This design comes from an exercise in tuning for small area and a short achievable clock period on the open sky130 flow, not from production work. Function was checked by simulation only, so behaviour that the tests miss may differ from the original. No activity file was given, so power comes from the tool's default toggle rates.

Design Radix_2_div, start of the top module:
module Radix_2_div #(
parameter[3:0]	DSIZE	= 15,
parameter[3:0]	PSIZE	= 15
)(
	input				clock,
	input				rst,
	input [DSIZE-1:0]	divisor,
	input [DSIZE-1:0]	dividend,
	output[PSIZE-1:0]	quotient,
	output[3:0]			quoexp
);
==> flow/config.mk <==
export PLATFORM = sky130hd
export DESIGN_NAME = Radix_2_div
export DESIGN_NICKNAME = Radix_2_div
export VERILOG_FILES = /design/flow/design.v
export SDC_FILE = /design/flow/constraint.sdc
export NUM_CORES = 4
export LEC_CHECK = 0
export ABC_AREA = 1
export CAP_MARGIN = 20
export CORE_MARGIN = 2
export CORE_UTILIZATION = 55
export CTS_BUF_LIST = sky130_fd_sc_hd__clkbuf_8
export CTS_CLUSTER_DIAMETER = 60
export CTS_CLUSTER_SIZE = 16
export PLACE_DENSITY = 0.6
export SETUP_SLACK_MARGIN = 1.6
export SLEW_MARGIN = 20
==> flow/constraint.sdc <==
create_clock -name core_clock -period 4.0 [get_ports {clock}]
set_input_delay 0.8000 -clock core_clock [delete_from_list [all_inputs] [get_ports {clock}]]
set_output_delay 0.8000 -clock core_clock [all_outputs]
set_load 0.01 [all_outputs]
run.sh (not shown) runs the stock make flow with config.mk's settings and CLKGATE_MAP_FILE= SYNTH_SCRIPT=/design/flow/synth_recipe.tcl, a recipe that flattens the netlist after the stock synthesis.
Next try:
--- a/flow/config.mk
+++ b/flow/config.mk
@@ -11 +11 @@
-export CORE_UTILIZATION = 55
+export CORE_UTILIZATION = 40
@@ -15,2 +15 @@
-export PLACE_DENSITY = 0.6
-export SETUP_SLACK_MARGIN = 1.6
+export SETUP_SLACK_MARGIN = 2.0
Result: The changed run completed without violations. Count of clock-buffer cells in the layout came out lower by 1. Wire length came out higher by 29%. Final area came out higher by 20%. Die area came out higher by 37%. Worst hold slack is worse by 0.019 ns. Synthesized area stays the same. Setup slack is better by 0.16 ns. Total power came out higher by 27%. Core utilization came out lower by 8.3 points.

* * *

## JK
The RTL this note starts from:
==> flow/design.v <==
`timescale 1ns/1ps
module Radix_2_div #(
parameter[3:0]	DSIZE	= 15,
parameter[3:0]	PSIZE	= 15
)(
	input				clock,
	input				rst,
	input [DSIZE-1:0]	divisor,
	input [DSIZE-1:0]	dividend,
	output[PSIZE-1:0]	quotient,
	output[3:0]			quoexp
);
localparam [15:0] FOLD = 16'b0100_1001_0010_0000;
function integer pend;	 
	input integer t;
	integer k;
	begin
		pend = 1;
		for (k = 2; k <= t; k = k + 1)
			pend = FOLD[k] ? 1 : pend + 1;
	end
endfunction
function [14:0] srt_step;
	input [14:0] z;
	input pos, neg;
	input [13:0] d;
	reg [14:0] dx, x, g, p;
	reg [15:0] G, P, Gn, Pn;	 
	integer i, l;
	begin
		dx = {1'b1, d};
		x = z ^ dx;
		for (i = 0; i < 15; i = i + 1) begin
			g[i] = z[i] & (pos ? ~dx[i] : neg & dx[i]);
			p[i] = pos ? ~x[i] : (neg ? x[i] : z[i]);
		end
		G = {g, pos};
		P = {p, 1'b0};
		for (l = 1; l < 16; l = l * 2) begin
			Gn = G; Pn = P;
			for (i = 0; i < 16; i = i + 1)
				if (i & l) begin
					Gn[i] = G[i] | (P[i] & G[(i & ~(l-1)) - 1]);
					Pn[i] = P[i] & P[(i & ~(l-1)) - 1];
				end
			G = Gn; P = Pn;
		end
		srt_step = p ^ G[14:0];
	end
endfunction
reg	[14:0]	n1, d1;
always @(posedge clock) begin
	n1	<= dividend;
	d1	<= divisor;
end
reg	[3:0]	ne;
integer		k;
always @(*) begin
	ne = 4'd15;
	for (k = 0; k < 15; k = k + 1)
		if (d1[k]) ne = 14 - k;
end
wire [14:0]	nd = d1 << ne;
reg	[14*15-1:0]	Zf;	 
reg	[14:0]		Pf, Nf;	 
reg	[14*14-1:0]	Df;	 
reg	[15*4-1:0]	Ef;	 
reg	[15*15-1:0]	Bf;	 
reg	[15*15-1:0]	Lf;	 
always @(posedge clock) begin
	Zf[0 +: 15]	<= n1;
	Pf[0]		<= n1[14];
	Nf[0]		<= 1'b0;
	Df[0 +: 14]	<= nd[13:0];
	Ef[0 +: 4]	<= ne;
end
genvar t;
generate
for (t = 1; t <= 14; t = t + 1) begin: STEP
	wire [14:0]	Z	= (t == 1) ? Zf[0 +: 15] : {Zf[(t-1)*15 +: 14], 1'b0};
	wire		pos	= Pf[t-1];
	wire		neg	= Nf[t-1];
	wire [14:0]	S	= srt_step(Z, pos, neg, Df[(t-1)*14 +: 14]);
	always @(posedge clock) begin
		Ef[t*4 +: 4]	<= Ef[(t-1)*4 +: 4];
		Pf[t]			<= ~S[14] &  S[13];
		Nf[t]			<=  S[14] & ~S[13];
	end
	if (t < 14) begin: KEEPZ
		always @(posedge clock) begin
			Zf[t*15 +: 14]	<= S[13:0];
			Df[t*14 +: 14]	<= Df[(t-1)*14 +: 14];
		end
	end else begin: LASTZ
	end
	if (t == 1) begin: QFIRST
		always @(posedge clock) begin
			Bf[15 +: 1]	<= pos | neg;
			Lf[15 +: 1]	<= neg;
		end
	end else if (FOLD[t]) begin: QFOLD
		localparam integer P = pend(t-1);
		wire [t-2:0]	Bp	= Bf[(t-1)*15 +: t-1];
		wire [P-1:0]	Lp	= Lf[(t-1)*15 +: P];
		wire [t-2:0]	Bn	= Bp - {Lp, 1'b0};
		always @(posedge clock) begin
			Bf[t*15 +: t]	<= {Bn, pos | neg};
			Lf[t*15 +: 1]	<= neg;
		end
	end else begin: QSHIFT
		localparam integer P = pend(t-1);
		always @(posedge clock) begin
			Bf[t*15 +: t]		<= {Bf[(t-1)*15 +: t-1], pos | neg};
			Lf[t*15 +: P+1]	<= {Lf[(t-1)*15 +: P], neg};
		end
	end
end
endgenerate
localparam integer PL = pend(14);
wire		pos0	= Pf[14];
wire		neg0	= Nf[14];
wire [14:0]	Qfin	= {Bf[14*15 +: 14], pos0 | neg0} - {Lf[14*15 +: PL], neg0, 1'b0};
reg	[4:0]	cnt;
always @(posedge clock, posedge rst) begin
	if (rst)			cnt	<= 5'd0;
	else if (!cnt[4])	cnt	<= cnt + 5'd1;
end
reg	[14:0]	Qu;
reg	[3:0]	exp;
always @(posedge clock, posedge rst) begin
	if (rst) begin
		Qu	<= 15'd0;
		exp	<= 4'd0;
	end else begin
		Qu	<= cnt[4] ? Qfin : 15'd0;
		exp	<= cnt[4] ? Ef[14*4 +: 4] : 4'd0;
	end
end
assign	quotient	= Qu;
assign	quoexp		= exp;
endmodule
Settings: LEC_CHECK=0, ABC_AREA=1, CAP_MARGIN=20, CORE_MARGIN=2, CORE_UTILIZATION=40, CTS_BUF_LIST=sky130_fd_sc_hd__clkbuf_8, CTS_CLUSTER_DIAMETER=70, CTS_CLUSTER_SIZE=20, PLACE_DENSITY=0.75, SETUP_SLACK_MARGIN=1.75, SLEW_MARGIN=20; clock period 4.0 ns.
No stage failed in JK, and the final checks on the layout all came back clean.
What MS does differently from JK at the input level:
--- a/flow/config.mk
+++ b/flow/config.mk
@@ -12,6 +12,6 @@
 export CTS_BUF_LIST = sky130_fd_sc_hd__clkbuf_8
-export CTS_CLUSTER_DIAMETER = 70
-export CTS_CLUSTER_SIZE = 20
+export CTS_CLUSTER_DIAMETER = 60
+export CTS_CLUSTER_SIZE = 16
 export PLACE_DENSITY = 0.75
-export SETUP_SLACK_MARGIN = 1.75
+export SETUP_SLACK_MARGIN = 1.7
 export SLEW_MARGIN = 20
[summary]
Changes observed in MS relative to JK: die span in x closely matched the old numbers, number of vias per cell closely matched the old numbers, detailed-placement wirelength estimate closely matched the old numbers, leakage power figure closely matched the old numbers, count of TritonRoute iterations in the first routing pass decreased by 3 relative to the old numbers.

* * *

Starts from the design.v that is shown in full above.
export LEC_CHECK = 0
export ABC_AREA = 1
export CAP_MARGIN = 20
export CORE_MARGIN = 2
export CORE_UTILIZATION = 40
export CTS_BUF_LIST = sky130_fd_sc_hd__clkbuf_8
export CTS_CLUSTER_DIAMETER = 60
export CTS_CLUSTER_SIZE = 16
export PLACE_DENSITY = 0.75
export SETUP_SLACK_MARGIN = 1.8
export SLEW_MARGIN = 20
create_clock -name core_clock -period 4.0 [get_ports {clock}]
The first run ran to the end with no violations.
Change:
- CORE_UTILIZATION: 40 -> 50
- SETUP_SLACK_MARGIN: 1.8 -> 1.75
Effect: Via count went up by about 0.46%. Core utilization went up by 11 points. Global-route usage went up by 3.1 points. Setup slack is worse by 0.024 ns. Wire length went down by 2.0%. Fmax went down by 1.1%. Final area is about the same. Synthesized area does not change. Total power went up by 0.98%. Combinational power hardly moves.
Change:
- CORE_UTILIZATION: 50 -> 40
The changed run ran to the end with no violations; non-clock buffer count went down by 19; worst setup slack is better by 0.037 ns; cell area drops by 1.2%; cell count rose by about 3.6%.
Change:
- PLACE_DENSITY: 0.75 -> 0.65
Global-route usage shrinks by 0.11 points; worst hold slack barely changes; sequential share of layout area shrinks by 0.96 points; core utilization is higher by 0.92 points; sequential power barely changes; design area rose by 2.1%.

* * *

Setup of rev 12:
Another version of the RTL of Radix_2_div (not shown whole).
Size: roughly 3300 cells after synthesis, about 660 flip-flops, roughly 26000 um^2 of cells after synthesis.
Settings: LEC_CHECK=0, ABC_AREA=1, CAP_MARGIN=20, CORE_MARGIN=2, CORE_UTILIZATION=40, CTS_BUF_LIST=sky130_fd_sc_hd__clkbuf_8, CTS_CLUSTER_DIAMETER=60, CTS_CLUSTER_SIZE=16, PLACE_DENSITY=0.75, SETUP_SLACK_MARGIN=1.95, SLEW_MARGIN=20; clock period 4.0 ns.
[inputs] rev 13 vs rev 12
- swapping 1.95 for 1.75 in SETUP_SLACK_MARGIN
==> comparison <==
- Rev 13 ends up with lower multi-input combinational area share than rev 12 does.
- Number of cells traversed by the worst register-to-register path for rev 13 is lower than for rev 12.
- Compare rev 13 and rev 12 | overall power after layout higher: rev 12
- Rev 12 vs rev 13, capturing instance or port of the critical path: Nf[9] vs Qu[13]
- Delta (rev 13 minus rev 12): wire length dropped about 12%, final non-filler cell total dropped 3.2%, non-clock inverter instance count of the final layout dropped 5, worst hold slack dropped 13 ps.

* * *

the reference run:
Starting RTL as in the previous note.
make LEC_CHECK=0 ABC_AREA=1 CAP_MARGIN=20 CORE_MARGIN=2 CORE_UTILIZATION=40 CTS_BUF_LIST=sky130_fd_sc_hd__clkbuf_8 CTS_CLUSTER_DIAMETER=60 CTS_CLUSTER_SIZE=16 PLACE_DENSITY=0.75 SETUP_SLACK_MARGIN=1.6 SLEW_MARGIN=20 finish   # period 4.0 ns
### the reference run -> the trial run
Settings: a change of SETUP_SLACK_MARGIN from 1.6 to 1.85.
## What came out
- On ratio of routed vias to standard cells, the higher figure sits with the trial run, not the reference run.
- The trial run vs. the reference run: number of cells on the critical path has increased; number of inverters outside the clock class in the layout has increased; non-clock buffer count has increased; power has increased.
- Delta (the trial run minus the reference run): routed wire length has increased; worst setup skew after layout has decreased; switching part of the total has increased; total routing resource utilization after global routing has increased.
- Relative to the reference run, the switching component of the power of the trial run is higher by about 8%.
- In the tables for the reference run and the trial run, fraction of the cycle the final worst path needs reads lower with the trial run.

* * *

Setup of fjord:
RTL: one of the versions met above, not the one the previous note started from.
Size: about 2,700 cells after synthesis, about 660 flip-flops, roughly 51 I/O pins, about 25,000 um^2 of cells after synthesis.
clock: 4.0 ns
lec_check: 0
abc_area: 1
cap_margin: 20
core_margin: 2
core_utilization: 40
cts_buf_list: sky130_fd_sc_hd__clkbuf_8
cts_cluster_diameter: 60
cts_cluster_size: 16
setup_slack_margin: 1.5
slew_margin: 20
Setup changes, fjord to willow
- SLEW_MARGIN now 0, was 20
- PLACE_DENSITY now 0.75, previously not set
- CAP_MARGIN now 0, was 20
- SETUP_SLACK_MARGIN now 1.6, was 1.5
### Flow results
On final total power, willow does better than fjord.
Of the two values seen for path type of the worst setup path, register to register was produced by willow and register to primary output by fjord.
STATUS register-to-register slack: willow wins against fjord
Number of logic inverters in the finished layout: willow > fjord
Final cycle utilization of the critical path (lower): willow
Going from fjord to willow, synthesis-to-finish area growth saw an increase, detailed placement HPWL dropped 3500 um.

* * *

== wip/zinc ==
Starting RTL as in the previous note.
make LEC_CHECK=0 ABC_AREA=1 CAP_MARGIN=20 CORE_MARGIN=2 CORE_UTILIZATION=40 CTS_BUF_LIST=sky130_fd_sc_hd__clkbuf_4 SETUP_SLACK_MARGIN=1.4 SLEW_MARGIN=20 finish   # period 4.0 ns
[inputs] wip/quartz vs wip/zinc
Settings: a change of CTS_BUF_LIST from sky130_fd_sc_hd__clkbuf_4 to sky130_fd_sc_hd__clkbuf_8; an added CTS_CLUSTER_SIZE of 16; an added PLACE_DENSITY of 0.9; an added CTS_CLUSTER_DIAMETER of 60; a change of SETUP_SLACK_MARGIN from 1.4 to 1.6.
[summary]
- Max-capacitance violation count came out exactly the same in wip/zinc and wip/quartz.
- Number of inserted filler cells in the final layout is higher on wip/zinc
- Of wip/quartz and wip/zinc, it is wip/quartz that has the higher time the worst path needs with I/O delays and setup.
- Looking at count of clock-buffer cells in the layout across wip/zinc and wip/quartz, the one that comes out lower is wip/quartz.
- Diff wip/zinc -> wip/quartz | design area | decrease of 1.5%
- [diff] setup slack, wip/quartz relative to wip/zinc: regression
- wip/quartz vs. wip/zinc: maximum frequency from static timing analysis went down by 2.3%.
- Compared with wip/zinc, wip/quartz shows sequential cell area in the final layout that has gone up slightly.
diff inputs: wip/quartz => wip/yarrow
Settings: SETUP_SLACK_MARGIN: 1.6 -> 1.65; PLACE_DENSITY: 0.9 -> 0.75.
## What came out
- The global-route usage over all layers of wip/yarrow and that of wip/quartz are within noise of each other.
- wip/yarrow vs wip/quartz — wire length after detailed routing dropped about 5%.
- Lower fill cell instance count of the final layout was reported by wip/quartz, not wip/yarrow.
- wip/quartz ended up with dfxtp_4 as its highest-delay cell along the critical path; wip/yarrow ended up with fa_1.
- Row power density relative to cell area: wip/yarrow lower / wip/quartz higher
- For the fraction of the cycle the final worst path needs, wip/yarrow came in 4.9 points lower than wip/quartz did.
- wip/quartz → wip/yarrow: final area saw little to no change; switching share of power decreased by 1.2 points relative to the old numbers; total power went down; clock transition at the register clock pins on the worst setup and hold paths after CTS essentially unchanged.
- In the reports for wip/yarrow and wip/quartz, the larger combinational power share belongs to wip/quartz.

* * *

job 4423:
Radix_2_div again, from the RTL that the note above started with.
clock: 4.0 ns
lec_check: 0
abc_area: 1
cap_margin: 20
core_margin: 2
core_utilization: 40
cts_buf_list: sky130_fd_sc_hd__clkbuf_8 sky130_fd_sc_hd__clkbuf_16
cts_cluster_diameter: 60
cts_cluster_size: 16
place_density: 0.75
setup_slack_margin: 1.8
slew_margin: 20
--- input diff job 4423..job 6896 ---
Settings: a change of SETUP_SLACK_MARGIN from 1.8 to 1.6; a change of CTS_BUF_LIST from sky130_fd_sc_hd__clkbuf_8 sky130_fd_sc_hd__clkbuf_16 to sky130_fd_sc_hd__clkbuf_8.
## What came out
Job 6896 improves on job 4423 in timing-limited maximum frequency. Re setup slack after placement: job 6896 and job 4423 aren't equal, and the higher value belongs to job 6896. The cell-internal power in job 6896 was lower than what job 4423 gave. Between job 6896 and job 4423, the count of flip-flops with a built-in enable after synthesis does not differ in any meaningful way. Against job 4423, job 6896 reports a time the final worst path needs with I/O delays and setup that is lower. Proportion of power drawn by combinational gates, job 6896 and job 4423: higher on job 4423. Diff job 6896 and job 4423: total power lower in job 6896. Job 6896 ended up with sky130_fd_sc_hd__dfxtp_2 as its slowest stage cell on the critical path; job 4423 ended up with sky130_fd_sc_hd__dfxtp_4. Compare job 6896 and job 4423 | cell count higher: job 4423.
diff inputs: job 6896 => job 7371
Settings: changing PLACE_DENSITY from 0.75 to 0.85; changing CORE_UTILIZATION from 40 to 60.
Findings:
Between job 7371 and job 6896, the number of diodes added for antenna fixing is lower for job 7371. The mean routed wirelength per cell number comes out lower for job 6896 vs job 7371. Total power draw went up by a few percent going from job 6896 to job 7371. In the metrics for job 7371 and job 6896, the one carrying the higher minimum clock period is job 7371. On growth of design area from synthesis to finish, job 7371 and job 6896 are basically level. No stage failed in job 7371, and the final checks on the layout all came back clean. The slowest cell on the critical path comes out sky130_fd_sc_hd__dfxtp_2 in one run and sky130_fd_sc_hd__dfxtp_4 in the other, namely in job 6896 and job 7371 respectively. First-pass GRT wire length went up by a little under 10% going from job 6896 to job 7371. As of job 7371, wire length had risen by more than 10% compared to job 6896. In terms of worst slack on hold paths, job 7371 and job 6896 differ only marginally.
Setup changes, job 7371 to job 6184
Settings: a deleted PLACE_DENSITY that had been 0.85; a change of CORE_UTILIZATION from 60 to 40; a change of SETUP_SLACK_MARGIN from 1.6 to 1.8.
Results
Against job 7371 as the reference, job 6184 delivers a higher number of buffer and inverter stages on the critical path.
In the flow results for job 6184 and job 7371, the overall routing resource usage is smaller on job 6184.
Die area deteriorates in job 6184 relative to job 7371.
Minimum clock period after layout was higher in the run labelled job 7371.
Going from job 7371 to job 6184, the half-perimeter wire length of the detailed placement result was found to have gone up by 1800 um.
Against job 7371 as the reference, job 6184 delivers a higher critical path depth.
Job 6184 has completed all stages; timing, DRC and antenna checks passed.
Job 7371 closes out successfully: all stages finished, all timing, DRC and antenna checks passed.
On worst-case setup slack after placement: between job 6184 and job 7371, it ends up higher for job 6184.
Looking at source of the critical timing path, the Pf[12] result is from job 7371; the Pf[3] one comes from job 6184.
Going from job 7371 to job 6184, maximum resistive drop on vdd shrank by more than a quarter.
Utilization ends up lower on job 6184.
Status: largest stage delay on the critical path parity (job 7371, job 6184)

-- port drivers added, routing unchanged --
In the flow no input, the clock included, has a driving cell. The finished layouts below were timed again as built, in two steps. Step 1: set_driving_cell puts a clkbuf_16 on clock and a buf_2 on each other input, an assumption about the parent block. Step 2 also shifts input and output timing later by t, the mid clock arrival at the registers, as if the neighbouring blocks saw the same clock. Slacks: ideal ports / drivers / drivers and shift; pairs: ideal ports / drivers.
run | t, ns | setup slack, ns | worst setup path after step 2
the first run of note 1 | 0.716 | 1.635 / 1.635 / 1.635 | register to register
the second run of note 1 | 0.734 | 1.791 / 1.791 / 1.791 | register to register
JK | 0.659 | 1.874 / 1.858 / 1.874 | register to register
MS | 0.675 | 1.844 / 1.839 / 1.844 | register to register
the first run of note 3 | 0.677 | 1.867 / 1.835 / 1.867 | register to register
the second run of note 3 | 0.718 | 1.842 / 1.788 / 1.851 | register to register
the third run of note 3 | 0.675 | 1.879 / 1.842 / 1.879 | register to register
the fourth run of note 3 | 0.707 | 1.839 / 1.784 / 1.868 | register to register
rev 12 | 0.683 | 1.858 / 1.858 / 1.858 | register to register
rev 13 | 0.697 | 1.796 / 1.796 / 1.796 | register to register
the reference run | 0.688 | 1.682 / 1.637 / 1.682 | register to register
the trial run | 0.695 | 1.810 / 1.810 / 1.810 | register to register
fjord | 0.704 | 1.635 / 1.579 / 1.642 | register to register
willow | 0.659 | 1.693 / 1.647 / 1.693 | register to register
wip/zinc | 0.976 | 1.580 / 1.535 / 1.580 | register to register
wip/quartz | 0.696 | 1.523 / 1.523 / 1.523 | register to register
wip/yarrow | 0.659 | 1.718 / 1.661 / 1.718 | register to register
job 4423 | 0.619 | 1.669 / 1.669 / 1.669 | register to register
job 6896 | 0.659 | 1.696 / 1.647 / 1.696 | register to register
job 7371 | 0.655 | 1.536 / 1.536 / 1.536 | register to register
job 6184 | 0.716 | 1.743 / 1.743 / 1.743 | register to register
After both steps every run listed still meets setup and hold.
